What follows belongs to an exercise in optimizing a design on an open flow for a short achievable clock period and few clock cycles; a production flow would make more cautious choices. RTL that was checked went through simulation tests only; none was proved equivalent to the original. Only the layout flow was run in runs 2 to 6; the RTL was not checked for function there. Power is estimated from default activity; no workload was simulated.

[flow/config.mk]
export PLATFORM = sky130hd
export DESIGN_NAME = core
export DESIGN_NICKNAME = core
export VERILOG_FILES = /design/flow/design.v
export SDC_FILE = /design/flow/constraint.sdc
export NUM_CORES = 4
export LEC_CHECK = 0
export CAP_MARGIN = 20
export CORE_MARGIN = 2
export CORE_UTILIZATION = 60
export SETUP_SLACK_MARGIN = 5
export SLEW_MARGIN = 20
export TNS_END_PERCENT = 100
[flow/constraint.sdc]
create_clock -name core_clock -period 8.0 [get_ports {clock_in}]
set_input_delay 1.6000 -clock core_clock [delete_from_list [all_inputs] [get_ports {clock_in}]]
set_output_delay 1.6000 -clock core_clock [all_outputs]
set_load 0.01 [all_outputs]
[flow/design.v]
module core
(
    clock_in,
    mem_in,
    reset_in,
    led_out,
    mem_fetch,
    mem_we,
    mem_oe,
    mem_add,
    mem_out
);
    input clock_in;
    input [15:0] mem_in;
    input reset_in;
    output [7:0] led_out;
    output mem_fetch;
    output mem_we;
    output mem_oe;
    output [15:0] mem_add;
    output [15:0] mem_out;
    localparam BN = 8;               
    localparam CB = 5;               
    localparam CN = 1 << CB;
    reg [15:0] o_add;
    reg o_oe, o_we, o_fetch;
    reg [15:0] o_out;
    reg [7:0] led;
    assign mem_add = o_add;
    assign mem_oe = o_oe;
    assign mem_we = o_we;
    assign mem_fetch = o_fetch;
    assign mem_out = o_out;
    assign led_out = led;
    reg f_m;           
    reg f_load;        
    reg f_halt;
    reg [2:0] m_dr;
    reg [15:0] fa_x;   
    reg [15:0] r0, r1, r2, r3, r4, r5, r6, r7;
    reg [2:0] cc;    
    reg ir_v;
    reg ir_ok;         
    reg [15:0] ir, ir_pc, ir_pn;
    reg e_v;
    reg [15:0] e_a, e_b, e_s, e_pc, e_pc1, e_tgt, e_pn;
    reg [2:0] e_dr, e_cond, e_sr;
    reg e_wr, e_cc, e_and, e_not, e_link, e_led, e_mem, e_ld, e_halt;
    reg e_br, e_jo, e_jr, e_jmp;
    reg e_eqt, e_eq1;    
    reg [BN-1:0] bt_v;
    reg [15:0] bt_a [0:BN-1];
    reg [15:0] bt_t [0:BN-1];
    reg [BN-1:0] bt_r;               
    reg [2:0] bt_rr;                 
    reg [CN-1:0] ic_v;
    reg [15:CB] ic_tag [0:CN-1];
    reg [15:0] ic_w [0:CN-1];
    function [16:0] ks16c;
        input [15:0] a, b;
        input cin;
        reg [15:0] g, p;
        integer i, d;
        begin
            g = a & b;
            p = a | b;
            g[0] = g[0] | (p[0] & cin);
            for (d = 1; d < 16; d = d * 2)
                for (i = 15; i >= d; i = i - 1) begin
                    g[i] = g[i] | (p[i] & g[i-d]);
                    p[i] = p[i] & p[i-d];
                end
            ks16c = {g[15], (a ^ b) ^ {g[14:0], cin}};
        end
    endfunction
    function [15:0] inc16;
        input [15:0] x;
        reg [15:0] c;
        integer i, d;
        begin
            c = x;
            for (d = 1; d < 16; d = d * 2)
                for (i = 15; i >= d; i = i - 1)
                    c[i] = c[i] & c[i-d];
            inc16 = x ^ {c[14:0], 1'b1};
        end
    endfunction
    function [2:0] setcc;
        input [15:0] v;
        setcc = v[15] ? 3'b100 : (v == 16'h0) ? 3'b010 : 3'b001;
    endfunction
    function [15:0] rsel;
        input [2:0] s;
        input [15:0] a0, a1, a2, a3, a4, a5, a6, a7;
        case (s)
            3'd0: rsel = a0;
            3'd1: rsel = a1;
            3'd2: rsel = a2;
            3'd3: rsel = a3;
            3'd4: rsel = a4;
            3'd5: rsel = a5;
            3'd6: rsel = a6;
            default: rsel = a7;
        endcase
    endfunction
    function ld_dep;
        input [15:0] w;
        input [2:0] r;
        reg [3:0] o;
        begin
            o = w[15:12];
            ld_dep = (o == 4'h0) ||
                     (((o == 4'h1) || (o == 4'h5) || (o == 4'h9) || (o == 4'h6) || (o == 4'h7) ||
                       (o == 4'hc) || ((o == 4'h4) && !w[11])) && (w[8:6] == r)) ||
                     (((o == 4'h1) || (o == 4'h5)) && !w[5] && (w[2:0] == r)) ||
                     (((o == 4'h3) || (o == 4'h7)) && (w[11:9] == r));
        end
    endfunction
    wire [16:0] sum_x = ks16c(e_a, e_b, 1'b0);
    wire [15:0] sum = sum_x[15:0];
    wire [15:0] alu = e_link ? e_pc1 : e_and ? (e_a & e_b) : e_not ? ~e_a : sum;
    wire z_add = ((e_a ^ e_b) == {e_a[14:0] | e_b[14:0], 1'b0});
    wire z_and = ((e_a & e_b) == 16'h0);
    wire z_not = (e_a == 16'hffff);
    wire e_z = e_and ? z_and : e_not ? z_not : z_add;
    wire e_n = alu[15];
    wire [2:0] e_ccv = {e_n, e_z, ~e_n & ~e_z};
    wire e_w = e_v & e_wr;
    wire e_c = e_v & e_cc;
    wire e_l = e_v & e_ld;
    wire e_taken = e_br && ((e_cond & cc) != 3'b000);
    wire [15:0] e_next = e_jr ? e_a : (e_jo || e_taken) ? e_tgt : e_pc1;
    wire e_eqa = (e_a == e_pn);
    wire redirect = e_v && !(e_jr ? e_eqa : (e_jo || e_taken) ? e_eqt : e_eq1);
    wire go_mem = e_v && e_mem;
    wire go_halt = e_v && e_halt;
    wire [15:0] fa = fa_x ^ 16'h3000;
    wire [15:0] fa1 = inc16(fa);
    reg [BN-1:0] bt_m;       
    reg [BN-1:0] bt_me;      
    reg [15:0] bt_sel;
    integer k;
    always @(*) begin
        bt_sel = 16'h0;
        for (k = 0; k < BN; k = k + 1) begin
            bt_m[k] = bt_v[k] && (bt_a[k] == fa);
            bt_me[k] = bt_v[k] && (bt_a[k] == e_pc);
            bt_sel = bt_sel | ({16{bt_m[k]}} & (bt_r[k] ? r7 : bt_t[k]));
        end
    end
    wire bt_hit = |bt_m;
    wire [15:0] pn = bt_hit ? bt_sel : fa1;
    wire [CB-1:0] ci = fa[CB-1:0];
    wire ic_hit = ic_v[ci] && (ic_tag[ci] == fa[15:CB]);
    wire ic_hq = ic_v[ci] && (ic_tag[ci][CB+1:CB] == fa[CB+1:CB]);
    wire [15:0] fw = f_m ? ic_w[ci] : mem_in;
    wire [3:0] op = ir[15:12];
    wire [2:0] sr1 = ir[8:6];
    wire [2:0] sr2 = ir[2:0];
    wire [2:0] drf = ir[11:9];
    function [15:0] rfwd;
        input [2:0] s;
        input [15:0] a0, a1, a2, a3, a4, a5, a6, a7;
        rfwd = (e_w && e_dr == s) ? alu :
               (f_load && m_dr == s) ? mem_in : rsel(s, a0, a1, a2, a3, a4, a5, a6, a7);
    endfunction
    wire [15:0] ra = rfwd(sr1, r0, r1, r2, r3, r4, r5, r6, r7);
    wire [15:0] rb = rfwd(sr2, r0, r1, r2, r3, r4, r5, r6, r7);
    wire [15:0] rs = rfwd(drf, r0, r1, r2, r3, r4, r5, r6, r7);
    wire [15:0] pc1 = inc16(ir_pc);
    wire is_jsr = (op == 4'h4);
    wire [15:0] off = is_jsr ? {{5{ir[10]}}, ir[10:0]} : {{7{ir[8]}}, ir[8:0]};
    wire [16:0] tgt_x = ks16c(ir_pc, off, 1'b1);
    wire alu_op = (op == 4'h1) || (op == 4'h5);
    wire pcrel = (op == 4'he) || (op == 4'h2) || (op == 4'h3);
    wire [15:0] da = pcrel ? pc1 : ra;
    wire [15:0] db = alu_op ? (ir[5] ? {{11{ir[4]}}, ir[4:0]} : rb) :
                     ((op == 4'h6) || (op == 4'h7)) ? {{10{ir[5]}}, ir[5:0]} : {{7{ir[8]}}, ir[8:0]};
    wire hazard = e_l && ld_dep(ir, e_dr);
    wire replay = ir_v && !ir_ok;           
    wire d_go = ir_ok && !hazard;
    wire d_adv = ir_v && d_go && !redirect;
    wire f_ok = !f_m || ic_hq;
    wire f_take = (!ir_v || d_go) && !redirect && f_ok;
    wire s_red = redirect;
    wire s_rep = !redirect && replay;
    wire s_pn = !redirect && !replay && (!ir_v || d_go) && f_ok;
    wire s_fa = !redirect && !replay && !((!ir_v || d_go) && f_ok);
    wire [15:0] fa_n = ({16{s_red}} & e_next) | ({16{s_rep}} & ir_pc) |
                       ({16{s_pn}} & pn) | ({16{s_fa}} & fa);
    always @(posedge clock_in or posedge reset_in) begin
        if (reset_in) begin
            o_add <= 16'h3000;
            o_oe <= 1'b1;
            o_we <= 1'b0;
            o_fetch <= 1'b1;
            f_m <= 1'b0;
            f_load <= 1'b0;
            f_halt <= 1'b0;
            fa_x <= 16'h0;
            ir_v <= 1'b0;
            e_v <= 1'b0;
            r0 <= 16'h0;
            r1 <= 16'h1;
            r2 <= 16'h2;
            r3 <= 16'h3;
            r4 <= 16'h0;
            r5 <= 16'h0;
            r6 <= 16'h0;
            r7 <= 16'h0;
            cc <= 3'b000;
            led <= 8'h0;
            bt_v <= {BN{1'b0}};
            bt_rr <= 3'd0;
            ic_v <= {CN{1'b0}};
        end else if (!f_halt) begin
            if (e_w && e_dr == 3'd0) r0 <= alu; else if (f_load && m_dr == 3'd0) r0 <= mem_in;
            if (e_w && e_dr == 3'd1) r1 <= alu; else if (f_load && m_dr == 3'd1) r1 <= mem_in;
            if (e_w && e_dr == 3'd2) r2 <= alu; else if (f_load && m_dr == 3'd2) r2 <= mem_in;
            if (e_w && e_dr == 3'd3) r3 <= alu; else if (f_load && m_dr == 3'd3) r3 <= mem_in;
            if (e_w && e_dr == 3'd4) r4 <= alu; else if (f_load && m_dr == 3'd4) r4 <= mem_in;
            if (e_w && e_dr == 3'd5) r5 <= alu; else if (f_load && m_dr == 3'd5) r5 <= mem_in;
            if (e_w && e_dr == 3'd6) r6 <= alu; else if (f_load && m_dr == 3'd6) r6 <= mem_in;
            if (e_w && e_dr == 3'd7) r7 <= alu; else if (f_load && m_dr == 3'd7) r7 <= mem_in;
            cc <= e_c ? e_ccv : f_load ? setcc(mem_in) : cc;
            if (e_v && e_led)
                led <= led + 8'h1;
            if (e_v && (e_br || e_jo || e_jr)) begin
                if (|bt_me) begin
                    for (k = 0; k < BN; k = k + 1)
                        if (bt_me[k])
                            bt_v[k] <= !(e_br && !e_taken);
                end else if (!(e_br && !e_taken)) begin
                    bt_v[bt_rr] <= 1'b1;
                    bt_rr <= bt_rr + 3'd1;
                end
            end
            if (!f_m)
                ic_v[ci] <= 1'b1;
            if (go_halt) begin
                o_add <= 16'hffff;
                o_oe <= 1'b0;
                o_we <= 1'b0;
                o_fetch <= 1'b0;
                f_m <= 1'b0;
                f_load <= 1'b0;
                f_halt <= 1'b1;
            end else begin
                o_add <= go_mem ? sum : fa_n;
                o_oe <= !go_mem || e_ld;
                o_we <= go_mem && !e_ld;
                o_fetch <= !go_mem;
                f_m <= go_mem;
                f_load <= go_mem && e_ld;
            end
            fa_x <= fa_n ^ 16'h3000;
            ir_v <= (f_take && !replay) || (ir_v && !d_adv && !redirect && !replay);
            e_v <= d_adv;
        end
    end
    always @(posedge clock_in) begin
        if (go_mem) begin
            o_out <= e_s;
            m_dr <= e_dr;
        end
        if (e_v && (e_br || e_jo || e_jr)) begin
            if (|bt_me) begin
                for (k = 0; k < BN; k = k + 1)
                    if (bt_me[k]) begin
                        bt_t[k] <= e_next;
                        bt_r[k] <= e_jmp && (e_sr == 3'd7);
                    end
            end else begin
                bt_a[bt_rr] <= e_pc;
                bt_t[bt_rr] <= e_next;
                bt_r[bt_rr] <= e_jmp && (e_sr == 3'd7);
            end
        end
        if (!f_m) begin
            ic_tag[ci] <= fa[15:CB];
            ic_w[ci] <= mem_in;
        end
        if (!ir_v || d_go) begin
            ir_ok <= !f_m || ic_hit;
            ir <= fw;
            ir_pc <= fa;
            ir_pn <= pn;
        end
        e_a <= da;
        e_b <= db;
        e_s <= rs;
        e_pc <= ir_pc;
        e_pc1 <= pc1;
        e_tgt <= tgt_x[15:0];
        e_eqt <= (tgt_x[15:0] == ir_pn);
        e_eq1 <= (pc1 == ir_pn);
        e_pn <= ir_pn;
        e_dr <= is_jsr ? 3'd7 : drf;
        e_cond <= drf;
        e_sr <= sr1;
        e_wr <= alu_op || (op == 4'h9) || (op == 4'he) || (op == 4'h2) || (op == 4'h6) || is_jsr;
        e_cc <= alu_op || (op == 4'h9) || (op == 4'he);
        e_and <= (op == 4'h5);
        e_not <= (op == 4'h9);
        e_link <= is_jsr;
        e_led <= (op == 4'hf) && (ir[7:0] == 8'h30);
        e_halt <= ((op == 4'hf) && (ir[7:0] == 8'h25)) ||
                  (op == 4'h8) || (op == 4'ha) || (op == 4'hb) || (op == 4'hd);
        e_mem <= (op == 4'h2) || (op == 4'h3) || (op == 4'h6) || (op == 4'h7);
        e_ld <= (op == 4'h2) || (op == 4'h6);
        e_br <= (op == 4'h0);
        e_jo <= is_jsr && ir[11];
        e_jr <= (op == 4'hc) || (is_jsr && !ir[11]);
        e_jmp <= (op == 4'hc);
    end
endmodule
[flow/run.sh]
#!/bin/bash
# synth_recipe.tcl (not shown) runs the flow's synth.tcl, then flattens the netlist and writes it again
# the make line also repeats each setting of config.mk as NAME=value (left out here)
make -C /OpenROAD-flow-scripts/flow DESIGN_CONFIG=/design/flow/config.mk WORK_HOME=/design/flow/orfs CLKGATE_MAP_FILE= SYNTH_SCRIPT=/design/flow/synth_recipe.tcl finish
==> impl_metrics.json, run 1 <==
{
  "status": "timing/DRC/antenna clean",
  "worstSetupPathType": "reg2reg",
  "clk_pin_slew_ps": 60,
  "rrSetupSlack_ps": 4600,
  "post-route-drc-count": 0,
  "hold_end": "o_out[9]",
  "p_leak_nw": 29.7,
  "die_area_um2": 121000,
  "antennaDiodeCount": 0,
  "synth_seq_area_share": 0.622,
  "rsz0062_at_grt": "yes",
  "clk_path_buf_depth": 3,
  "fin_skew_ps": 26.1,
  "fin_util": 0.710,
  "fp.dieW_um": 348,
  "setup_viol": 0,
  "synth-xor-area-share": 0.0515,
  "ff2ff_path_depth": 16,
  "clock-sinks": 1554,
  "synth_nets": 5355,
  "synth_top_family_by_area": "multiplexers",
  "synth_fa_ha_area_frac": 0.0130,
  "hp-class": "reg2reg",
  "critical_path.max_fanout": 6,
  "vias": 49800,
  "holdPathStages": 0,
  "start_util": 0.603,
  "crit-reg2reg-launch": "ir[12]",
  "ant_nets": 0,
  "grt_pass1_vias": 47400,
  "slew_headroom": 0.234,
  "r2r-end": "e_eqt",
  "netlist_instances": 5265,
  "firstDrtPassIters": 8,
  "synth-compound-area-share": 0.0973,
  "final_hold_viol_count": 0,
  "syn_avg_cell_area_um2": 13.5,
  "cts_hold_buf": 0,
  "synth_flop_cell": "edfxtp_1",
  "cts_htree_levels": 4,
  "io_pins": 61,
  "grt_max_degree": 65,
  "dp.cells": 6670,
  "grt-ovfl-total": 0,
  "tightest_slew_ps": 1140,
  "fin_crit_sh": 0.424,
  "core_area_um2": 118000,
  "gp_congestion": 0.971,
  "cts_tree": "yes",
  "clockRootBuffer": "clkbuf_16",
  "dr.first_iter.drc_count": 7426,
  "drv_slew": 0,
  "vias_per_cell": 6.92,
  "powerDensity_nw_per_um2": 433,
  "worstHoldStart": "e_s[9]",
  "wirelength_um": 241000,
  "synth_top_area_frac": 0.505,
  "num-nets-final": 5617,
  "critPathLaunchType": "register",
  "max_freq_mhz": 295,
  "ir_drop_mv": 0.294,
  "hpwl_um": 140000,
  "synth_edf_count": 1196,
  "ys_warn_count": 1,
  "antenna_found_initial": 6,
  "critPathRequiredTime_ps": 8690,
  "cap_violations": 0,
  "muxShareOfSynthArea": 0.114,
  "layoutNonFillerInstCount": 7192,
  "numPortBuffers": 60,
  "grt_usage": 0.389,
  "timing.final.ws_setup_ps": 4600,
  "drive_gt1_frac": 0.244,
  "synthSimpleGateAreaFrac": 0.0739,
  "tns_ps": 0,
  "rows": 126,
  "worstPathArrival_ps": 4080,
  "fin_crit_ps": 3400,
  "end_kind": "register",
  "pre_cts_ws_ps": 3250,
  "wl_per_cell_um": 33.5,
  "fill_cells": 7906,
  "crit_start": "ir[12]",
  "ys_top_cells_by_area": "edfxtp_1 (51%), dfrtp_1 (7.5%), mux4_2 (7.1%)",
  "synthArstFlopShare": 0.143,
  "ys_types": 96,
  "die_height_um": 348,
  "insertion_delay_ps": 790,
  "synth_area_leader_cell": "edfxtp_1",
  "grt_pass1_wl_um": 338000,
  "synth-seq-cells": 1554,
  "numCtsBuffers": 160,
  "netlist_area_um2": 71100,
  "area_delta_synth_final_pct": 17.7
}
## metrics by stage
stage	hold WS (ps)	cell area [um^2]	power [mW]
after CTS	402	81600	34.5
after detailed placement	389	73900	25.6
after global routing	405	83600	37.3
after global placement	386	73800	25.4
after floorplan	343	71500	20.5
final	402	83600	36.2
## state kept, by name, indices dropped and copies added, names as in the netlist, 32 cells and up
| register | count |
|---|---|
| ic_v | 32 |
| bt_a | 128 |
| ic_tag | 352 |
| ic_w | 512 |
| bt_t | 128 |
## critical path: stages, from the launching register on
cell	delay, ps
edfxtp_1	430
nor4b_4	350
buf_6	180
nor2_1	50
a21oi_2	120
buf_6	140
ha_4	230
xnor2_4	150
nand2_1	90
nand3_1	100
a311oi_2	220
nand4_1	220
nor4_2	310
nand4_1	170
nor4_2	160
nand4_1	160
a2111oi_4	200
## kinds of logic (layout without fill, tap and decap cells)
kind of cell               after synthesis  after routing
buffers and inverters                  495            880
AOI/OAI and AO/OA                     1080           1080
muxes                                  521            521
DFF                                   1554           1554
xor gates and xnor gates               416            416
and+or+nand+nor                       1126           1132
adders and majority gates               73             73
## where the power goes
| group | internal [mW] | leakage [nW] | switching, mW | total, mW |
|---|---|---|---|---|
| clock network | 4.24 | 2.53 | 3.22 | 7.46 |
| registers | 10.8 | 14.3 | 1.54 | 12.3 |
| logic | 6.38 | 12.9 | 10.0 | 16.4 |
| total | 21.4 | 29.7 | 14.8 | 36.2 |
## what timing repair did
item / 4_1_cts / 5_1_grt
hold endpoints to repair: 0 / 0
resized for setup: 469 / 245
gates cloned: 16 / 13
endpoints found under the setup margin: 1450 / 455
pin swaps: 73 / 108
setup buffers: 132 / 69
## routing by layer
metal,vias up,track usage,routed length (um)
met1,24900,0.548,92100
li1,20600,-,-
met3,711,0.0856,27700
met5,-,0,128
met2,3472,0.584,107000
met4,6,0.182,13700
## synth_stat cells, drive strengths merged, types with 9 or more instances
cell type	count
mux2	69
nor3	76
ha	70
dfrtp	214
o221ai	32
nand2b	21
a211oi	25
buf	95
inv	124
o22a	13
nor4	45
nor3b	24
a41oi	15
a31oi	70
a32oi	9
a2111oi	13
a21boi	15
mux4	225
or2	14
o32ai	10
mux2i	227
or3	14
a32o	10
o31ai	18
o22ai	83
dfxtp	136
a22o	18
and2	9
o211ai	28
nand2	371
and3	31
a21oi	243
o21a	10
nand3	93
a22oi	49
a221oi	41
a21o	44
xnor2	267
nand4	78
nor2	307
nor2b	16
o21ai	280
xor2	149
edfxtp	1196
clkbuf	268
## cell usage in the layout (no fill, tap or decap), types with 48 or more instances in the layout
cell,count
edfxtp_1,1196
nand2_1,349
buf_4,263
nor2_1,260
xnor2_1,255
mux4_2,225
mux2i_1,222
o21ai_0,222
a21oi_1,207
dfrtp_1,193
clkbuf_16,174
xor2_1,140
dfxtp_1,116
inv_1,108
nand3_1,85
o22ai_1,79
nand4_1,78
a31oi_1,66
mux2_2,65
ha_1,61
buf_6,57
buf_2,49
nor3_1,48
## cell type report
type | instances | area, um^2 | share of cell area
flip-flops and latches | 1554 | 44300 | 0.530
multi-input cells | 3222 | 27000 | 0.322
clock inverters | 80 | 880 | 0.0105
repair buffers | 457 | 4690 | 0.0561
well taps | 1536 | 1920 | 0.0230
clock buffers | 211 | 4330 | 0.0518
inverters | 131 | 542 | 0.00648
repair inverters | 1 | 7.51 | 0.0000898
## worst max path at each step
stage                     endpoint  slack, ps
final                        e_eqt       4600
after global routing         e_eqt       4410
after CTS                    e_eqt       4720
after floorplan           bt_rr[0]       3510
after global placement    o_add[7]       3300
after detailed placement  o_add[7]       3250
Testbench counts, summed over its fixed seeds: cycles 117,835.
==> run 2: changes to the inputs <==
--- a/flow/design.v
+++ b/flow/design.v
@@ -35,12 +35,14 @@
     reg f_m;           
     reg f_load;        
     reg f_halt;
+    reg f_first;       
     reg [2:0] m_dr;
     reg [15:0] fa_x;   
     reg [15:0] r0, r1, r2, r3, r4, r5, r6, r7;
     reg [2:0] cc;    
     reg ir_v;
     reg ir_ok;         
+    reg ir_dep;        
     reg [15:0] ir, ir_pc, ir_pn;
     reg e_v;
     reg [15:0] e_a, e_b, e_s, e_pc, e_pc1, e_tgt, e_pn;
@@ -176,11 +178,11 @@
     wire [15:0] da = pcrel ? pc1 : ra;
     wire [15:0] db = alu_op ? (ir[5] ? {{11{ir[4]}}, ir[4:0]} : rb) :
                      ((op == 4'h6) || (op == 4'h7)) ? {{10{ir[5]}}, ir[5:0]} : {{7{ir[8]}}, ir[8:0]};
-    wire hazard = e_l && ld_dep(ir, e_dr);
+    wire hazard = e_l && ir_dep;
     wire replay = ir_v && !ir_ok;           
     wire d_go = ir_ok && !hazard;
     wire d_adv = ir_v && d_go && !redirect;
-    wire f_ok = !f_m || ic_hq;
+    wire f_ok = f_m ? ic_hq : !f_first;
     wire f_take = (!ir_v || d_go) && !redirect && f_ok;
     wire s_red = redirect;
     wire s_rep = !redirect && replay;
@@ -190,10 +192,11 @@
                        ({16{s_pn}} & pn) | ({16{s_fa}} & fa);
     always @(posedge clock_in or posedge reset_in) begin
         if (reset_in) begin
-            o_add <= 16'h3000;
-            o_oe <= 1'b1;
+            o_add <= 16'h0;
+            o_oe <= 1'b0;
             o_we <= 1'b0;
-            o_fetch <= 1'b1;
+            o_fetch <= 1'b0;
+            f_first <= 1'b1;
             f_m <= 1'b0;
             f_load <= 1'b0;
             f_halt <= 1'b0;
@@ -214,6 +217,7 @@
             bt_rr <= 3'd0;
             ic_v <= {CN{1'b0}};
         end else if (!f_halt) begin
+            f_first <= 1'b0;
             if (e_w && e_dr == 3'd0) r0 <= alu; else if (f_load && m_dr == 3'd0) r0 <= mem_in;
             if (e_w && e_dr == 3'd1) r1 <= alu; else if (f_load && m_dr == 3'd1) r1 <= mem_in;
             if (e_w && e_dr == 3'd2) r2 <= alu; else if (f_load && m_dr == 3'd2) r2 <= mem_in;
@@ -235,7 +239,7 @@
                     bt_rr <= bt_rr + 3'd1;
                 end
             end
-            if (!f_m)
+            if (!f_m && !f_first)
                 ic_v[ci] <= 1'b1;
             if (go_halt) begin
                 o_add <= 16'hffff;
@@ -276,12 +280,13 @@
                 bt_r[bt_rr] <= e_jmp && (e_sr == 3'd7);
             end
         end
-        if (!f_m) begin
+        if (!f_m && !f_first) begin
             ic_tag[ci] <= fa[15:CB];
             ic_w[ci] <= mem_in;
         end
         if (!ir_v || d_go) begin
             ir_ok <= !f_m || ic_hit;
+            ir_dep <= ((op == 4'h2) || (op == 4'h6)) && ld_dep(fw, drf);
             ir <= fw;
             ir_pc <= fa;
             ir_pn <= pn;
==> run 2 against run 1 <==
Clock-buffer cell count increased by 5. Clock power decreased by 3%. Sequential cell count increased by 2. Still clean on timing, DRC and antenna. Die area increased by 0.54%. Critical path type unchanged. Setup slack got worse by 41 ps. Worst hold slack got worse by 25 ps. Synthesized area increased by 0.55%. Core utilization increased by 1.2 points. Largest cell class unchanged. Register-to-register slack got worse by 40 ps. Critical path depth decreased by 1. Sequential power about the same. Combinational power increased by about 10%.
==> impl_metrics.json, run 2 <==
{
  "powerDensity_nw_per_um2": 443,
  "critPathMaxStageDelay_ps": 530,
  "numPortBuffers": 60,
  "cp.buffers_inverters": 6,
  "synth_seq_area_share": 0.619,
  "critical_path.max_fanout": 7,
  "cts_htree_levels": 4,
  "clk_pin_slew_ps": 60,
  "hp-class": "reg2reg",
  "core_area_um2": 118000,
  "rows": 126,
  "end_kind": "register",
  "cp.depth": 15,
  "slowest_stage": "dfrtp_4",
  "ant_nets": 0,
  "ir_drop_mv": 0.304,
  "regMostFlops": "ic_w",
  "critPathLaunchType": "register",
  "rrSetupSlack_ps": 4560,
  "most-common-layout-cells": "edfxtp_1 (1197), mux2i_1 (350), nand2_1 (344), buf_4 (312), xnor2_1 (273)",
  "worstSetupPathType": "reg2reg",
  "die_area_um2": 122000,
  "fill_cells": 7837,
  "dr.first_iter.drc_count": 7858,
  "r2r-end": "fa_x[9]",
  "crit_start": "fa_x[0]",
  "cts_hold_buf": 0,
  "worstPathArrival_ps": 4170,
  "synthTopCellsByCount": "edfxtp_1 (1197), nand2_1 (377), mux2i_1 (366)",
  "top_regs": "ic_w (512), ic_tag (352)",
  "synth_edf_count": 1197,
  "insertion_delay_ps": 820,
  "grt_pass1_wl_um": 351000,
  "clockRootBuffer": "clkbuf_16",
  "synth_top_area_frac": 0.503,
  "grt-ovfl-total": 0,
  "fin_crit_ps": 3440,
  "synth-seq-cells": 1556,
  "vias": 51500,
  "synth.most_common_cell": "edfxtp_1",
  "tns_ps": 0,
  "ys_warn_count": 1,
  "crit_end": "fa_x[9]",
  "antenna_found_initial": 3,
  "p_leak_nw": 30.8,
  "post-route-drc-count": 0,
  "critPathTopFamily": "simple AND/OR/NAND/NOR gates",
  "area_delta_synth_final_pct": 19.3,
  "fin_crit_sh": 0.430,
  "netlist_area_um2": 71400,
  "crit-reg2reg-launch": "fa_x[0]",
  "wirelength_um": 250000,
  "power.total_mw": 37.8,
  "synth_area_leader_cell": "edfxtp_1",
  "hpwl_um": 144000,
  "wl_per_cell_um": 33.8,
  "grt_usage": 0.405,
  "fp.dieW_um": 349,
  "numCtsBuffers": 158,
  "syn_avg_cell_area_um2": 13.2,
  "drv_slew": 0,
  "status": "timing/DRC/antenna clean",
  "vias_per_cell": 6.95,
  "cts_tree": "yes",
  "start_util": 0.605,
  "ys_types": 91,
  "crit_chain": "buf_12 > buf_8 > buf_16 > or4_4 > o22ai_4 > nor4_4 > buf_4 > and3_4 > nor3_4 > a31oi_4 > buf_12 > or2_4 > buf_4 > o221a_4 > mux2i_1",
  "cap_violations": 0,
  "synth_nets": 5504,
  "ys_top_cells_by_area": "edfxtp_1 (50%), dfrtp_1 (7.6%), mux2i_1 (5.1%)",
  "num-nets-final": 5834,
  "grt_max_degree": 156,
  "synth_flop_cell": "edfxtp_1",
  "synthArstFlopShare": 0.143,
  "rsz0062_at_grt": "yes",
  "max_freq_mhz": 291,
  "tightest_slew_ps": 1240,
  "critPathRequiredTime_ps": 8730,
  "firstDrtPassIters": 10,
  "setup_viol": 0,
  "fin_skew_ps": 41.6,
  "layout_commonest_cell": "edfxtp_1",
  "clk_path_buf_depth": 3,
  "netlist_instances": 5414,
  "io_pins": 61,
  "final_hold_viol_count": 0,
  "gp_congestion": 0.969,
  "largest_register_ffs": 512,
  "ff2ff_path_depth": 15,
  "clock-sinks": 1556,
  "grt_pass1_vias": 48100,
  "die_height_um": 349,
  "drive_gt1_frac": 0.246,
  "slew_headroom": 0.171
}
-- run 2: changes by cell type in the layout (fill, tap and decap cells not counted), sizes merged, moves of 24 or more --
cell	before	now
o21bai	8	38
and3	31	55
mux4	225	161
o22ai	83	146
a21oi	243	201
mux2i	227	366
a21o	44	4
o21ai	280	308
buf	438	498
-- run 2: cell type report --
| class | count | area (um^2) | area share |
|---|---|---|---|
| Multi-Input combinational cell | 3354 | 27800 | 0.326 |
| Timing Repair Buffer | 523 | 5500 | 0.0645 |
| Clock buffer | 216 | 4310 | 0.0505 |
| Tap cell | 1536 | 1920 | 0.0225 |
| Antenna cell | 1 | 2.50 | 0.0000294 |
| Clock inverter | 73 | 704 | 0.00826 |
| Sequential cell | 1556 | 44400 | 0.521 |
| Timing Repair inverter | 1 | 7.51 | 0.0000881 |
| Inverter | 150 | 623 | 0.00731 |
-- run 2: worst min path at each step --
stage	from	end	slack, ps	cells after the start
2_1_floorplan	ir[9]	e_cond[0]	350	0
3_3_place_gp	e_s[10]	o_out[10]	390	0
3_5_place_dp	e_s[15]	o_out[15]	390	0
4_1_cts	e_s[2]	o_out[2]	380	0
5_1_grt	e_s[2]	o_out[2]	390	0
6_report	e_s[2]	o_out[2]	380	0
-- run 2: through the flow --
step                       util  setup slack (ps)  std cells  instance area, um^2  hold WS [ps]
after floorplan               -              3490       5414                71800           346
after global placement    0.628              3000       6809                74100           386
after detailed placement  0.628              3000       6810                74100           391
after CTS                 0.705              4630       7322                83300           378
after global routing      0.722              4490       7409                85200           394
final                     0.722              4560       7410                85300           377
-- run 2: per-layer routing --
metal,routed length [um],part of all wire,track usage
met1,95100,0.38,0.563
met3,30600,0.12,0.102
met5,8,0.000032,0
met4,14100,0.056,0.184
met2,111000,0.44,0.607
-- run 2: logic make-up (layout without fill, tap and decap cells) --
family,after synthesis,after routing,share of synthesized area
adders and majority gates,72,72,0.0128
xor gates and xnor gates,423,423,0.0521
other,0,1,0
buffers and inverters,507,963,0.0293
muxes,593,593,0.112
AOI/OAI and AO/OA,1066,1069,0.0947
and+or+nand+nor,1197,1197,0.0792
DFF,1556,1556,0.619
-- run 2: report_power, final --
group / internal (mW) / switching [mW]
registers: 10.8 / 1.68
clock network: 4.03 / 3.23
logic: 7.44 / 10.6
-- run 2: what timing repair did --
item	CTS	global route
pin swaps	124	140
setup buffers	191	78
gates cloned	32	6
endpoints found under the setup margin	1440	502
gates resized for setup	593	319
==> run 3: changes to the inputs <==
--- a/flow/design.v
+++ b/flow/design.v
@@ -173,6 +173,17 @@
     wire is_jsr = (op == 4'h4);
     wire [15:0] off = is_jsr ? {{5{ir[10]}}, ir[10:0]} : {{7{ir[8]}}, ir[8:0]};
     wire [16:0] tgt_x = ks16c(ir_pc, off, 1'b1);
+    function sum_is;
+        input [15:0] a, b, k;
+        reg [15:0] c;
+        begin
+            c = (a & b) | ((a | b) & ~k);
+            sum_is = ((a ^ b ^ k) == {c[14:0], 1'b0});
+        end
+    endfunction
+    wire [15:0] pn_m1 = ir_pn - 16'h1;
+    wire eq9 = sum_is(ir_pc, {{7{ir[8]}}, ir[8:0]}, pn_m1);
+    wire eq11 = sum_is(ir_pc, {{5{ir[10]}}, ir[10:0]}, pn_m1);
     wire alu_op = (op == 4'h1) || (op == 4'h5);
     wire pcrel = (op == 4'he) || (op == 4'h2) || (op == 4'h3);
     wire [15:0] da = pcrel ? pc1 : ra;
@@ -297,8 +308,8 @@
         e_pc <= ir_pc;
         e_pc1 <= pc1;
         e_tgt <= tgt_x[15:0];
-        e_eqt <= (tgt_x[15:0] == ir_pn);
-        e_eq1 <= (pc1 == ir_pn);
+        e_eqt <= is_jsr ? eq11 : eq9;
+        e_eq1 <= (ir_pc == pn_m1);
         e_pn <= ir_pn;
         e_dr <= is_jsr ? 3'd7 : drf;
         e_cond <= drf;
==> run 3 against run 2 <==
Worst hold slack gained 27 ps. Power is 4.6% lower. Largest power group unchanged. Sequential share of layout area increased by 0.28 points. Highest routed layer unchanged. First-iteration DRC count fell by 6.3%. Non-clock buffer count decreased by 40. Via count fell by 1.6%. Clock-buffer cell count shrank 8. Final area shrank 0.52%. Combinational power decreased by about 10%. Sequential power about the same.
==> impl_metrics.json, run 3 <==
{
  "crit-reg2reg-launch": "fa_x[1]",
  "cts_tree": "yes",
  "worstPathArrival_ps": 4310,
  "crit_chain": "buf_12 > buf_12 > buf_16 > mux2i_1 > o22ai_2 > nor4_2 > nand2_1 > xnor2_1 > o41a_1 > buf_6 > o21ba_4 > a221o_1 > mux2_2",
  "firstDrtPassIters": 7,
  "critPathMaxStageDelay_ps": 490,
  "rsz0062_at_grt": "yes",
  "fin_skew_ps": 35.9,
  "fp.dieW_um": 351,
  "grt_max_degree": 132,
  "vias": 50700,
  "io_pins": 61,
  "synth_flop_cell": "edfxtp_1",
  "syn_avg_cell_area_um2": 13.4,
  "hold-worst-slack_ps": 404,
  "synthArstFlopShare": 0.143,
  "wirelength_um": 244000,
  "worstSetupPathType": "reg2reg",
  "tns_ps": 0,
  "worstHoldStart": "e_s[3]",
  "place_area_um2": 75000,
  "hpwl_um": 145000,
  "grt-ovfl-total": 0,
  "core_area_um2": 120000,
  "numPortBuffers": 60,
  "layout_commonest_cell": "edfxtp_1",
  "regMostFlops": "ic_w",
  "dr.first_iter.drc_count": 7360,
  "netlist_area_um2": 72200,
  "area_delta_synth_final_pct": 17.5,
  "rrSetupSlack_ps": 4370,
  "num-nets-final": 5778,
  "drv_slew": 0,
  "setup_viol": 0,
  "ys_top_cells_by_area": "edfxtp_1 (50%), dfrtp_1 (7.6%), mux4_2 (5.6%)",
  "clock-sinks": 1556,
  "cts_hold_buf": 0,
  "ys_types": 94,
  "antenna_found_initial": 5,
  "final_hold_viol_count": 0,
  "largest_register_ffs": 512,
  "synthTopCellsByCount": "edfxtp_1 (1197), nand2_1 (405), nor2_1 (331)",
  "holdPathStages": 0,
  "cp.depth": 13,
  "wl_per_cell_um": 32.9,
  "insertion_delay_ps": 820,
  "cts_htree_levels": 4,
  "cpMostUsedCell": "buf_12",
  "max_freq_mhz": 275,
  "clk_pin_slew_ps": 70,
  "slowest_stage": "dfrtp_4",
  "critPathTopFamily": "compound AO/OA/AOI/OAI gates",
  "clockRootBuffer": "clkbuf_16",
  "ant_nets": 0,
  "grt_pass1_wl_um": 344000,
  "vias_per_cell": 6.84,
  "synth_seq_area_share": 0.613,
  "status": "timing/DRC/antenna clean",
  "drive_gt1_frac": 0.239,
  "p_leak_nw": 30.7,
  "hp-class": "reg2reg",
  "gp_congestion": 0.966,
  "synth.most_common_cell": "edfxtp_1",
  "post-route-drc-count": 0,
  "rows": 127,
  "synth_area_leader_cell": "edfxtp_1",
  "start_util": 0.603,
  "fin_util": 0.709,
  "grt_pass1_vias": 47600,
  "tightest_slew_ps": 1160,
  "critical_path.max_fanout": 23,
  "numCtsBuffers": 159,
  "grt_usage": 0.394,
  "fin_area_um2": 84800,
  "die_area_um2": 123000,
  "hold_end": "o_out[3]",
  "critPathRequiredTime_ps": 8680,
  "r2r-end": "fa_x[8]",
  "clk_path_buf_depth": 3,
  "synth_edf_count": 1197,
  "power.total_mw": 36.0,
  "most-common-layout-cells": "edfxtp_1 (1197), nand2_1 (388), mux2i_1 (314), buf_4 (293), xnor2_1 (284)",
  "ys_warn_count": 1,
  "cp.buffers_inverters": 4,
  "synth_top_area_frac": 0.498,
  "fin_crit_sh": 0.454,
  "cap_violations": 0,
  "netlist_instances": 5393,
  "top_regs": "ic_w (512), ic_tag (352)",
  "fin_crit_ps": 3630,
  "synth-seq-cells": 1556,
  "powerDensity_nw_per_um2": 425,
  "synth_nets": 5505,
  "ir_drop_mv": 0.362,
  "die_height_um": 351,
  "critPathLaunchType": "register",
  "ff2ff_path_depth": 13,
  "end_kind": "register",
  "slew_headroom": 0.218
}
run 3: changes by cell type after synthesis, sizes merged, moves of 17 or more:
cell    before  now
mux2        66   97
o22ai      146  126
inv        146  129
and3        55   18
mux4       161  179
fa           2   23
a22oi       52   72
mux2i      366  324
o21ai      307  225
a21o         4   31
nand2      377  406
o21bai      38    9
run 3: how the worst max path moves through the flow:
stage	slack, ps	startpoint	endpoint
floorplan	3490	reset_in	bt_rr[0]
global placement	2860	fa_x[1]	fa_x[13]
detailed placement	3080	fa_x[1]	fa_x[8]
CTS	4500	fa_x[4]	fa_x[6]
global route	4340	fa_x[1]	fa_x[8]
finish	4370	fa_x[1]	fa_x[8]
run 3: kinds of logic (layout without fill, tap and decap cells):
logic type | Yosys count | after routing | synth area share
compound gates | 1011 | 1012 | 0.0919
other cells | 0 | 1 | 0
mux | 600 | 600 | 0.116
xor+xnor | 442 | 442 | 0.0536
buf+inv | 507 | 911 | 0.0300
fa+ha+maj | 94 | 94 | 0.0187
simple gates | 1183 | 1184 | 0.0764
flops | 1556 | 1556 | 0.613
run 3: what timing repair did:
action / in CTS / in global routing
resized for setup: 516 / 225
pin swaps: 119 / 78
cloned: 18 / 7
buffers inserted: 167 / 59
setup endpoints to repair: 1387 / 420
run 3: report_power, final:
group          switching, mW  leakage, nW  internal, mW
registers               1.75         14.4          10.8
logic                   9.45         13.8          6.71
clock network           3.26         2.50          4.10
run 3: area by class of cell:
type	instances	area, um^2
well taps	1612	2020
repair buffers	483	4840
clock inverters	86	841
flip-flops and latches	1556	44400
fillers	8176	34800
inverters	134	551
diodes	1	2.50
clock buffers	208	4280
multi-input cells	3332	27900
run 3: per-stage QoR:
step | std cells | worst slack, ps
CTS | 7344 | 4500
detailed placement | 6865 | 3080
global placement | 6863 | 2860
floorplan | 5393 | 3490
global route | 7411 | 4340
finish | 7412 | 4370
run 3: layer usage:
| metal | vias to the layer above | track usage | wire [um] |
|---|---|---|---|
| met5 | - | 0 | 50 |
| met4 | 8 | 0.184 | 13100 |
| met3 | 613 | 0.0896 | 29000 |
| met2 | 3509 | 0.582 | 108000 |
| met1 | 25500 | 0.559 | 93600 |
| li1 | 21000 | - | - |
==> run 4: changes to the inputs <==
--- a/flow/design.v
+++ b/flow/design.v
@@ -138,6 +138,7 @@
     wire go_halt = e_v && e_halt;
     wire [15:0] fa = fa_x ^ 16'h3000;
     wire [15:0] fa1 = inc16(fa);
+    reg [15:0] fa_b, fa_c;
     reg [BN-1:0] bt_m;       
     reg [BN-1:0] bt_me;      
     reg [15:0] bt_sel;
@@ -145,16 +146,16 @@
     always @(*) begin
         bt_sel = 16'h0;
         for (k = 0; k < BN; k = k + 1) begin
-            bt_m[k] = bt_v[k] && (bt_a[k] == fa);
+            bt_m[k] = bt_v[k] && (bt_a[k] == fa_b);
             bt_me[k] = bt_v[k] && (bt_a[k] == e_pc);
             bt_sel = bt_sel | ({16{bt_m[k]}} & (bt_r[k] ? r7 : bt_t[k]));
         end
     end
     wire bt_hit = |bt_m;
     wire [15:0] pn = bt_hit ? bt_sel : fa1;
-    wire [CB-1:0] ci = fa[CB-1:0];
-    wire ic_hit = ic_v[ci] && (ic_tag[ci] == fa[15:CB]);
-    wire ic_hq = ic_v[ci] && (ic_tag[ci][CB+1:CB] == fa[CB+1:CB]);
+    wire [CB-1:0] ci = fa_c[CB-1:0];
+    wire ic_hit = ic_v[ci] && (ic_tag[ci] == fa_c[15:CB]);
+    wire ic_hq = ic_v[ci] && (ic_tag[ci][CB+1:CB] == fa_c[CB+1:CB]);
     wire [15:0] fw = f_m ? ic_w[ci] : mem_in;
     wire [3:0] op = ir[15:12];
     wire [2:0] sr1 = ir[8:6];
@@ -274,6 +275,8 @@
         end
     end
     always @(posedge clock_in) begin
+        fa_b <= fa_n;
+        fa_c <= fa_n;
         if (go_mem) begin
             o_out <= e_s;
             m_dr <= e_dr;
@@ -292,7 +295,7 @@
             end
         end
         if (!f_m && !f_first) begin
-            ic_tag[ci] <= fa[15:CB];
+            ic_tag[ci] <= fa_c[15:CB];
             ic_w[ci] <= mem_in;
         end
         if (!ir_v || d_go) begin
==> run 4 against run 3 <==
Combinational power grew 7%. Critical path type unchanged. Setup slack lost 20 ps. Clock skew grew 13 ps. Clock power grew 3%. Highest routed layer unchanged. First-iteration DRC count grew 7.7%.
==> impl_metrics.json, run 4 <==
{
  "critPathLaunchType": "register",
  "grt_usage": 0.404,
  "grt_pass1_vias": 49800,
  "cts_tree": "yes",
  "synth_seq_area_share": 0.606,
  "area_delta_synth_final_pct": 18.0,
  "insertion_delay_ps": 820,
  "pre_cts_ws_ps": 3340,
  "routed-wl-met3_um": 31600,
  "cap_violations": 0,
  "numPortBuffers": 60,
  "fin_area_um2": 86800,
  "most-common-layout-cells": "edfxtp_1 (1197), nand2_1 (378), buf_4 (331), nor2_1 (312), xnor2_1 (309)",
  "drv_slew": 0,
  "worstPathArrival_ps": 4330,
  "ant_nets": 0,
  "rows": 128,
  "synth_nets": 5655,
  "ys_top_cells_by_area": "edfxtp_1 (49%), dfrtp_1 (7.4%), mux4_2 (5.7%)",
  "layoutNonFillerInstCount": 7642,
  "num-nets-final": 5998,
  "clock-sinks": 1572,
  "top_regs": "ic_w (512), ic_tag (352)",
  "layout_commonest_cell": "edfxtp_1",
  "cts_htree_levels": 4,
  "critPathRequiredTime_ps": 8670,
  "wirelength_um": 257000,
  "drive_gt1_frac": 0.250,
  "dr.first_iter.drc_count": 7930,
  "grt_max_degree": 141,
  "dp.cells": 7048,
  "clk_pin_slew_ps": 60,
  "crit-reg2reg-launch": "fa_b[4]",
  "setup_viol": 0,
  "synth_top_area_frac": 0.489,
  "p_leak_nw": 30.7,
  "antenna_found_initial": 5,
  "fp.dieW_um": 354,
  "highest_layer": "met5",
  "synthArstFlopShare": 0.142,
  "fin_util": 0.713,
  "grt_pass1_wl_um": 362000,
  "slew_headroom": 0.112,
  "die_height_um": 354,
  "fin_skew_ps": 49.3,
  "die_area_um2": 125000,
  "critical_path.max_fanout": 8,
  "powerDensity_nw_per_um2": 433,
  "power.total_mw": 37.6,
  "ff2ff_path_depth": 12,
  "hpwl_um": 155000,
  "crit_start": "fa_b[4]",
  "grt-ovfl-total": 0,
  "regMostFlops": "ic_w",
  "synth_flop_cell": "edfxtp_1",
  "netlist_area_um2": 73500,
  "synth_area_leader_cell": "edfxtp_1",
  "tns_ps": 0,
  "status": "timing/DRC/antenna clean",
  "netlist_instances": 5543,
  "final_hold_viol_count": 0,
  "place_area_um2": 76300,
  "ir_drop_mv": 0.295,
  "vias": 52600,
  "firstDrtPassIters": 9,
  "ys_types": 115,
  "cts_hold_buf": 0,
  "rsz0062_at_grt": "yes",
  "clk_path_buf_depth": 3,
  "worstHoldStart": "ir_pn[15]",
  "fin_crit_sh": 0.457,
  "end_kind": "register",
  "gp_congestion": 0.977,
  "fin_crit_ps": 3650,
  "holdPathStages": 0,
  "wl_met2_um": 115000,
  "vias_per_cell": 6.88,
  "numCtsBuffers": 165,
  "synth_edf_count": 1197,
  "hold-worst-slack_ps": 399,
  "wl_per_cell_um": 33.7,
  "hp-class": "reg2reg",
  "wirelength_met1_um": 95800,
  "clockRootBuffer": "clkbuf_16",
  "max_freq_mhz": 274,
  "synth-seq-cells": 1572,
  "worstSetupPathType": "reg2reg",
  "synthTopCellsByCount": "edfxtp_1 (1197), nand2_1 (401), nor2_1 (373)",
  "timing.final.ws_setup_ps": 4350,
  "core_area_um2": 122000,
  "fill_cells": 8223,
  "start_util": 0.604,
  "post-route-drc-count": 0,
  "largest_register_ffs": 512,
  "tightest_slew_ps": 1330,
  "synth.most_common_cell": "edfxtp_1",
  "syn_avg_cell_area_um2": 13.3,
  "ys_warn_count": 1,
  "io_pins": 61
}
## run 4: power breakdown
group	internal [mW]	total, mW	switching [mW]	leakage (nW)
clock network	4.26	7.54	3.28	2.54
registers	11.0	12.7	1.69	14.7
logic	7.04	17.3	10.3	13.5
## run 4: cells by family (layout without fill, tap and decap cells)
family	Yosys count	in the layout	share of synthesized area
DFF	1572	1572	0.606
and+or+nand+nor	1330	1331	0.0874
AOI/OAI and AO/OA	1046	1046	0.0926
muxes	581	581	0.113
buffers and inverters	477	949	0.0301
xor gates and xnor gates	443	443	0.0528
adders and majority gates	94	94	0.0183
other	0	1	0
## run 4: repair_timing
action | 4_1_cts | 5_1_grt
cloned | 18 | 7
pin swaps | 110 | 93
buffers inserted | 183 | 88
setup endpoints to repair | 1393 | 369
resized for setup | 534 | 219
## run 4: path summary, 6_finish.rpt
path	endpoint	slack [ps]
setup / recovery	fa_x[8]	4350
setup reg to reg	fa_x[8]	4350
hold reg to reg	e_pn[15]	400
hold / removal	e_pn[15]	400
min in group asynchronous	r1[9]	1250
max in group asynchronous	ic_v[22]	5370
## run 4: cell type report
cell class	count	area (um^2)	area share
Antenna cell	1	2.50	0.0000288
Clock buffer	221	4500	0.0519
Clock inverter	76	762	0.00878
Inverter	133	531	0.00611
Multi-Input combinational cell	3495	29000	0.334
Sequential cell	1572	44700	0.515
Tap cell	1625	2030	0.0234
Timing Repair Buffer	519	5250	0.0604
## run 4: worst max-delay path: stages (launching register included)
cell and delay (ps):
dfxtp_4 420, bufbuf_16 290, nand4_1 200, o22ai_1 110, or4_4 540, or4_4 530, a221oi_4 340, buf_12 160
nor3_4 60, buf_12 200, a22oi_2 150, a21bo_2 260, mux2_4 250
## run 4: metal layers
metal,track usage,vias up
met1,0.559,26300
li1,-,21700
met2,0.612,3816
met5,0,-
met3,0.0953,827
met4,0.187,2
==> run 5: changes to the inputs <==
--- a/flow/design.v
+++ b/flow/design.v
@@ -41,6 +41,7 @@
     reg [15:0] r0, r1, r2, r3, r4, r5, r6, r7;
     reg [2:0] cc;    
     reg ir_v;
+    reg [15:0] ir_pnm1;    
     reg ir_ok;         
     reg ir_dep;        
     reg [15:0] ir, ir_pc, ir_pn;
@@ -53,6 +54,7 @@
     reg [BN-1:0] bt_v;
     reg [15:0] bt_a [0:BN-1];
     reg [15:0] bt_t [0:BN-1];
+    reg [15:0] bt_tm1 [0:BN-1];      
     reg [BN-1:0] bt_r;               
     reg [2:0] bt_rr;                 
     reg [CN-1:0] ic_v;
@@ -141,11 +143,13 @@
     reg [15:0] fa_b, fa_c;
     reg [BN-1:0] bt_m;       
     reg [BN-1:0] bt_me;      
-    reg [15:0] bt_sel;
+    reg [15:0] bt_sel, bt_selm1;
     integer k;
     always @(*) begin
         bt_sel = 16'h0;
+        bt_selm1 = 16'h0;
         for (k = 0; k < BN; k = k + 1) begin
+            bt_selm1 = bt_selm1 | ({16{bt_m[k]}} & (bt_r[k] ? r7 - 16'h1 : bt_tm1[k]));
             bt_m[k] = bt_v[k] && (bt_a[k] == fa_b);
             bt_me[k] = bt_v[k] && (bt_a[k] == e_pc);
             bt_sel = bt_sel | ({16{bt_m[k]}} & (bt_r[k] ? r7 : bt_t[k]));
@@ -182,7 +186,7 @@
             sum_is = ((a ^ b ^ k) == {c[14:0], 1'b0});
         end
     endfunction
-    wire [15:0] pn_m1 = ir_pn - 16'h1;
+    wire [15:0] pn_m1 = ir_pnm1;
     wire eq9 = sum_is(ir_pc, {{7{ir[8]}}, ir[8:0]}, pn_m1);
     wire eq11 = sum_is(ir_pc, {{5{ir[10]}}, ir[10:0]}, pn_m1);
     wire alu_op = (op == 4'h1) || (op == 4'h5);
@@ -286,11 +290,13 @@
                 for (k = 0; k < BN; k = k + 1)
                     if (bt_me[k]) begin
                         bt_t[k] <= e_next;
+                        bt_tm1[k] <= e_next - 16'h1;
                         bt_r[k] <= e_jmp && (e_sr == 3'd7);
                     end
             end else begin
                 bt_a[bt_rr] <= e_pc;
                 bt_t[bt_rr] <= e_next;
+                bt_tm1[bt_rr] <= e_next - 16'h1;
                 bt_r[bt_rr] <= e_jmp && (e_sr == 3'd7);
             end
         end
@@ -304,6 +310,7 @@
             ir <= fw;
             ir_pc <= fa;
             ir_pn <= pn;
+            ir_pnm1 <= bt_hit ? bt_selm1 : fa;
         end
         e_a <= da;
         e_b <= db;
==> run 5 against run 4 <==
Still clean. Clock-buffer cell count shrank 2. Combinational power is 6% higher. Via count is 10% higher. Routed wire length grew 14%. Critical path type unchanged. Largest cell class unchanged. Largest power group unchanged.
==> impl_metrics.json, run 5 <==
{
  "status": "timing/DRC/antenna clean",
  "fill_cells": 8589,
  "area_delta_synth_final_pct": 20.6,
  "numPortBuffers": 60,
  "largest_register_ffs": 512,
  "p_int_mw": 24.1,
  "synth_top_area_frac": 0.507,
  "critPathTopFamily": "compound AO/OA/AOI/OAI gates",
  "seq_power_share": 0.351,
  "combPwrFrac": 0.450,
  "tightest_slew_ps": 1320,
  "num-nets-final": 6557,
  "cts_tree": "yes",
  "final_hold_viol_count": 0,
  "grt_pass1_wl_um": 408000,
  "end_kind": "register",
  "gp_congestion": 1.00,
  "synth.most_common_cell": "edfxtp_1",
  "grt_pass1_vias": 54300,
  "clock-sinks": 1716,
  "drv_slew": 0,
  "ant_nets": 0,
  "cp.buffers_inverters": 5,
  "power.total_mw": 40.7,
  "ys_warn_count": 1,
  "synthTopCellsByCount": "edfxtp_1 (1341), nand2_1 (558), nor2_1 (363)",
  "clockPowerShare": 0.199,
  "grt-ovfl-total": 0,
  "slew_headroom": 0.118,
  "clk_path_buf_depth": 3,
  "hpwl_um": 169000,
  "setup_viol": 0,
  "powerDensity_nw_per_um2": 425,
  "drive_gt1_frac": 0.251,
  "ir_drop_mv": 0.313,
  "antenna_found_initial": 15,
  "crit_chain": "buf_12 > buf_12 > nor3_4 > a32o_1 > o31a_1 > o221ai_4 > buf_12 > a221oi_4 > buf_6 > buf_4 > nor3b_1 > a31oi_1 > a31oi_1",
  "fin_crit_ps": 3420,
  "cap_violations": 0,
  "grt_usage": 0.427,
  "place_area_um2": 82300,
  "switching_share": 0.408,
  "synth_nets": 6164,
  "vias_per_cell": 6.95,
  "synthArstFlopShare": 0.130,
  "synth-seq-cells": 1716,
  "fp.dieW_um": 368,
  "vias": 58100,
  "fin_util": 0.728,
  "synth_seq_area_share": 0.616,
  "critPathMaxStageDelay_ps": 560,
  "syn_avg_cell_area_um2": 13.1,
  "most-common-layout-cells": "edfxtp_1 (1341), nand2_1 (534), buf_4 (363), mux2i_1 (339), o21ai_0 (310)",
  "die_height_um": 368,
  "synth_edf_count": 1341,
  "layout_commonest_cell": "edfxtp_1",
  "core_area_um2": 131000,
  "post-route-drc-count": 0,
  "synth_area_leader_cell": "edfxtp_1",
  "netlist_instances": 6050,
  "fin_crit_sh": 0.428,
  "insertion_delay_ps": 820,
  "top_regs": "ic_w (512), ic_tag (352)",
  "critical_path.max_fanout": 18,
  "wirelength_um": 294000,
  "rows": 133,
  "numCtsBuffers": 175,
  "wl_per_cell_um": 35.1,
  "cts_hold_buf": 0,
  "slowest_stage": "nor3_4",
  "cpMostUsedCell": "buf_12",
  "critPathRequiredTime_ps": 8650,
  "fin_skew_ps": 41.1,
  "netlist_area_um2": 79400,
  "firstDrtPassIters": 9,
  "start_util": 0.604,
  "rsz0062_at_grt": "yes",
  "total_switching_power_mw": 16.6,
  "ys_types": 93,
  "clk_pin_slew_ps": 60,
  "hp-class": "reg2reg",
  "worstSetupPathType": "reg2reg",
  "critPathLaunchType": "register",
  "die_area_um2": 135000,
  "worstPathArrival_ps": 4070,
  "regMostFlops": "ic_w",
  "tns_ps": 0,
  "max_freq_mhz": 292,
  "p_leak_nw": 34.6,
  "ys_top_cells_by_area": "edfxtp_1 (51%), dfrtp_1 (6.9%), mux4_2 (5.5%)",
  "fin_area_um2": 95700,
  "dr.first_iter.drc_count": 9220,
  "cts_htree_levels": 4,
  "io_pins": 61,
  "clockRootBuffer": "clkbuf_16",
  "grt_max_degree": 121,
  "synth_flop_cell": "edfxtp_1"
}
==> run 5: area by class of cell <==
class                   count  area, um^2  share of cell area
diodes                     12        30.0            0.000314
clock buffers             219        4730              0.0494
clock inverters           107         932             0.00974
inverters                 159         643             0.00672
multi-input cells        3771       31300               0.327
flip-flops and latches   1716       49100               0.513
well taps                1755        2200              0.0229
repair buffers            620        6850              0.0716
==> run 5: path summary, 6_finish.rpt <==
| kind | startpoint | end | slack, ps | depth (start not counted) |
|---|---|---|---|---|
| max in group asynchronous | reset_in | o_add[3] | 5300 | 3 |
| worst min-delay path | ir_pn[1] | e_pn[1] | 340 | 0 |
| worst max register to register | fa_b[3] | fa_x[8] | 4580 | 13 |
| worst min register to register | ir_pn[1] | e_pn[1] | 340 | 0 |
| worst max-delay path | fa_b[3] | fa_x[8] | 4580 | 13 |
| min in group asynchronous | reset_in | led[5] | 1360 | 2 |
==> run 5: repair_timing <==
action,CTS,global route
setup buffers,218,133
endpoints found under the setup margin,1728,908
hold endpoints to repair,0,0
pin swaps,116,125
resized for setup,718,274
gates cloned,33,4
==> run 5: cells by family (layout without fill, tap and decap cells) <==
kind of cell    after synthesis  after routing  synth area share
mux                         625            625             0.111
compound gates             1177           1178            0.0936
flops                      1716           1716             0.616
fa+ha+maj                    96             96            0.0173
buf+inv                     570           1105            0.0308
xor+xnor                    454            454            0.0501
simple gates               1412           1418            0.0815
other cells                   0             12                 0
==> run 5: power by group through the flow <==
| stage | Combinational [mW] | Sequential (mW) | Clock (mW) |
|---|---|---|---|
| floorplan | 9.35 | 13.1 | 0 |
| global placement | 13.1 | 14.5 | 0 |
| detailed placement | 13.2 | 14.5 | 0 |
| CTS | 16.4 | 14.1 | 8.13 |
| global route | 19.0 | 14.3 | 8.49 |
| finish | 18.3 | 14.3 | 8.12 |
==> run 5: metrics by stage <==
stage | setup WS [ps] | instances | hold slack [ps]
after floorplan | 3490 | 6050 | 323
after global placement | 3120 | 7630 | 323
after detailed placement | 3070 | 7632 | 328
after CTS | 4690 | 8209 | 343
after global routing | 4530 | 8347 | 351
final | 4580 | 8359 | 345
==> run 5: metal layers <==
layer	global-route usage	up-vias	share of wire
met5	0	-	0.00051
met4	0.198	16	0.055
met3	0.137	917	0.15
met2	0.606	4656	0.42
met1	0.601	28900	0.37
li1	-	23700	-
==> run 6: changes to the inputs <==
--- a/flow/design.v
+++ b/flow/design.v
@@ -52,7 +52,7 @@
     reg e_br, e_jo, e_jr, e_jmp;
     reg e_eqt, e_eq1;    
     reg [BN-1:0] bt_v;
-    reg [15:0] bt_a [0:BN-1];
+    reg [7:0] bt_a [0:BN-1];         
     reg [15:0] bt_t [0:BN-1];
     reg [15:0] bt_tm1 [0:BN-1];      
     reg [BN-1:0] bt_r;               
@@ -150,8 +150,8 @@
         bt_selm1 = 16'h0;
         for (k = 0; k < BN; k = k + 1) begin
             bt_selm1 = bt_selm1 | ({16{bt_m[k]}} & (bt_r[k] ? r7 - 16'h1 : bt_tm1[k]));
-            bt_m[k] = bt_v[k] && (bt_a[k] == fa_b);
-            bt_me[k] = bt_v[k] && (bt_a[k] == e_pc);
+            bt_m[k] = bt_v[k] && (bt_a[k] == fa_b[7:0]);
+            bt_me[k] = bt_v[k] && (bt_a[k] == e_pc[7:0]);
             bt_sel = bt_sel | ({16{bt_m[k]}} & (bt_r[k] ? r7 : bt_t[k]));
         end
     end
@@ -294,7 +294,7 @@
                         bt_r[k] <= e_jmp && (e_sr == 3'd7);
                     end
             end else begin
-                bt_a[bt_rr] <= e_pc;
+                bt_a[bt_rr] <= e_pc[7:0];
                 bt_t[bt_rr] <= e_next;
                 bt_tm1[bt_rr] <= e_next - 16'h1;
                 bt_r[bt_rr] <= e_jmp && (e_sr == 3'd7);
==> run 6 against run 5 <==
Critical path type unchanged. Setup slack gained 84 ps. Die area fell by 4.8%. Sequential share of layout area rose by 0.63 points. Non-clock buffer count decreased by 23. Clock skew down 5.5 ps. Clock-buffer cell count shrank 8. Power down 4.6%. Global-route usage decreased by 3.3 points. Sequential cell count is 72 lower. Synthesized area fell by 4.9%. Final cell count shrank 6.1%. Critical path depth grew 2.
==> impl_metrics.json, run 6 <==
{
  "status": "timing/DRC/antenna clean",
  "fin_crit_sh": 0.417,
  "tns_ps": 0,
  "grt_pass1_vias": 49800,
  "ys_types": 89,
  "numPortBuffers": 60,
  "crit-reg2reg-launch": "fa_b[0]",
  "crit_chain": "buf_6 > buf_8 > buf_12 > buf_4 > xnor2_1 > nand4_1 > buf_12 > nand4_1 > buf_4 > nor2_4 > buf_12 > buf_4 > a21oi_1 > a221o_1 > mux2_4",
  "rsz0062_at_grt": "yes",
  "max_freq_mhz": 299,
  "multi_input_area_um2": 28700,
  "numCtsBuffers": 170,
  "slew_headroom": 0.148,
  "drv_slew": 0,
  "area_delta_synth_final_pct": 19.7,
  "hp-class": "reg2reg",
  "gp_congestion": 0.955,
  "vias": 53900,
  "power.total_mw": 38.8,
  "synth_edf_count": 1277,
  "setup_viol": 0,
  "ys_warn_count": 1,
  "synth_top_area_frac": 0.508,
  "critPathMaxStageDelay_ps": 400,
  "ff2ff_path_depth": 15,
  "worstPathArrival_ps": 4020,
  "syn_avg_cell_area_um2": 13.3,
  "worstSetupPathType": "reg2reg",
  "vias_per_cell": 6.88,
  "synth.most_common_cell": "edfxtp_1",
  "critPathLaunchType": "register",
  "tightest_slew_ps": 1270,
  "synth_seq_area_share": 0.620,
  "slowest_stage": "dfxtp_4",
  "hold-worst-slack_ps": 346,
  "p_leak_nw": 32.9,
  "antenna_found_initial": 4,
  "ir_drop_mv": 0.292,
  "powerDensity_nw_per_um2": 430,
  "insertion_delay_ps": 830,
  "crit_start": "fa_b[0]",
  "num-nets-final": 6164,
  "start_util": 0.603,
  "hpwl_um": 151000,
  "core_area_um2": 125000,
  "regMostFlops": "ic_w",
  "r2r-end": "fa_x[15]",
  "fin_util": 0.722,
  "rrSetupSlack_ps": 4660,
  "hold_end": "e_pn[4]",
  "grt-ovfl-total": 0,
  "worstHoldStart": "ir_pn[4]",
  "layout_commonest_cell": "edfxtp_1",
  "synth_flop_cell": "edfxtp_1",
  "synth_nets": 5788,
  "end_kind": "register",
  "cts_tree": "yes",
  "cap_violations": 0,
  "grt_pass1_wl_um": 360000,
  "regArea_um2": 46900,
  "most-common-layout-cells": "edfxtp_1 (1277), nand2_1 (514), buf_4 (383), mux2i_1 (332), nor2_1 (306)",
  "top_regs": "ic_w (512), ic_tag (352)",
  "cts_hold_buf": 0,
  "cts_htree_levels": 4,
  "grt_usage": 0.394,
  "critPathRequiredTime_ps": 8680,
  "io_pins": 61,
  "rows": 130,
  "ant_nets": 0,
  "synthArstFlopShare": 0.136,
  "post-route-drc-count": 0,
  "critical_path.max_fanout": 33,
  "ys_top_cells_by_area": "edfxtp_1 (51%), dfrtp_1 (7.2%), mux4_2 (5.6%)",
  "netlist_area_um2": 75500,
  "synth-seq-cells": 1644,
  "clk_pin_slew_ps": 60,
  "die_area_um2": 129000,
  "wirelength_um": 259000,
  "netlist_instances": 5674,
  "drive_gt1_frac": 0.250,
  "grt_max_degree": 142,
  "fp.dieW_um": 359,
  "fill_cells": 8283,
  "die_height_um": 359,
  "largest_register_ffs": 512,
  "synthTopCellsByCount": "edfxtp_1 (1277), nand2_1 (526), nor2_1 (360)",
  "fin_skew_ps": 35.6,
  "clock-sinks": 1644,
  "firstDrtPassIters": 8,
  "synth_area_leader_cell": "edfxtp_1",
  "wl_per_cell_um": 33.0,
  "clockRootBuffer": "clkbuf_16",
  "holdPathStages": 0,
  "clk_path_buf_depth": 3,
  "dr.first_iter.drc_count": 8435,
  "fin_crit_ps": 3340,
  "final_hold_viol_count": 0
}
-- run 6: changes by cell type in the layout (fill, tap and decap cells not counted), moves of 22 or more --
cell,change
o221ai_2,-25
o221ai_1,+31
o21ai_0,-59
o21ai_1,-23
buf_6,-29
a211oi_1,+22
a31oi_1,-22
xnor2_1,-108
edfxtp_1,-64
-- run 6: worst max-delay path: cells and delay by family (launching register included) --
family / cells / cell delay (ps)
buffers and inverters: 8 / 1340
AND/OR/NAND/NOR: 3 / 550
AO/OA/AOI/OAI: 2 / 490
flip-flops: 1 / 400
multiplexers: 1 / 270
XOR/XNOR: 1 / 120
-- run 6: cells by family (layout without fill, tap and decap cells) --
| family | after synthesis | count (layout) | synth area share |
|---|---|---|---|
| buffers and inverters | 542 | 1055 | 0.0308 |
| other | 0 | 2 | 0 |
| AO/OA/AOI/OAI | 1153 | 1154 | 0.0998 |
| adder cells (fa/ha/maj) | 96 | 96 | 0.0182 |
| AND/OR/NAND/NOR | 1295 | 1301 | 0.0772 |
| XOR/XNOR | 330 | 330 | 0.0383 |
| multiplexers | 614 | 614 | 0.116 |
| flip-flops | 1644 | 1644 | 0.620 |
-- run 6: where the power goes --
group	leakage [nW]	internal (mW)	switching (mW)
logic	14.7	7.02	10.2
clock network	2.90	4.92	3.51
registers	15.3	11.6	1.57
total	32.9	23.6	15.3
-- run 6: how the worst max path moves through the flow --
stage | end | slack (ps) | cells after the start
final | fa_x[15] | 4660 | 15
after global routing | fa_x[7] | 4620 | 13
after CTS | ir_dep | 4690 | 11
after global placement | ir_pnm1[11] | 3450 | 9
after detailed placement | o_add[4] | 3370 | 10
after floorplan | bt_rr[0] | 3490 | 1
-- run 6: repair_timing --
| item | 4_1_cts | 5_1_grt |
|---|---|---|
| cloned | 22 | 16 |
| pin swaps | 91 | 89 |
| gates resized for setup | 552 | 201 |
| buffers inserted | 171 | 154 |
| setup endpoints to repair | 1610 | 656 |
-- run 6: metal layers --
| layer | global-route usage | vias to the layer above | wire length (um) |
|---|---|---|---|
| met4 | 0.164 | 2 | 13400 |
| li1 | - | 22400 | - |
| met5 | 0 | - | 18 |
| met2 | 0.608 | 3795 | 118000 |
| met1 | 0.546 | 27000 | 97800 |
| met3 | 0.0861 | 752 | 29900 |
-- run 6: stage by stage --
step	cells	worst slack (ps)	area [um^2]
floorplan	5674	3490	76200
global placement	7164	3450	78200
detailed placement	7165	3370	78200
CTS	7674	4690	87800
global route	7844	4620	90400
finish	7846	4660	90400
-- run 6: layout make-up --
class	instances	share of cell area
diodes	2	0.0000554
inverters	142	0.00651
clock buffers	211	0.0508
multi-input cells	3495	0.317
repair buffers	597	0.0683
well taps	1650	0.0228
clock inverters	105	0.0152
flip-flops and latches	1644	0.519

-- afterwards: timing with drivers on the ports --
The results above use ideal ports. As a check the final layouts listed here were re-extracted and re-timed, cells and wires unchanged.
Step 1, drivers: a clkbuf_16 drives clock_in and a buf_2 each remaining input, both assumed.
Step 2 times the ports against the registers' clock, not the clock port: input delays grow and output delays shrink by t, the midpoint of the rising clock arrivals with the driver on.
Slacks: ideal / step 1 / step 2; pairs: ideal / step 1.
run | t, ns | slack for setup (ns) | hold WS [ns] | worst slew at a driven data input, ns | pins driven straight from the clock port
run 1 | 0.856 | 4.604 / 4.604 / 4.442 | 0.402 / 0.402 / 0.402 | 0.07 | 1
run 2 | 0.887 | 4.563 / 4.563 / 4.050 | 0.377 / 0.377 / 0.377 | 0.09 | 1
run 3 | 0.888 | 4.368 / 4.368 / 4.306 | 0.404 / 0.404 / 0.404 | 0.12 | 1
run 4 | 0.879 | 4.348 / 4.348 / 3.956 | 0.399 / 0.399 / 0.399 | 0.06 | 1
run 5 | 0.889 | 4.576 / 4.576 / 4.117 | 0.345 / 0.345 / 0.345 | 0.23 | 1
run 6 | 0.897 | 4.660 / 4.660 / 4.181 | 0.346 / 0.346 / 0.346 | 0.06 | 1
After both steps every run listed still meets setup and hold. For run 2, which loses most, drivers alone change the setup slack by 0.000 ns; drivers and shift together by -0.513 ns. Setup slack includes reset recovery checks.
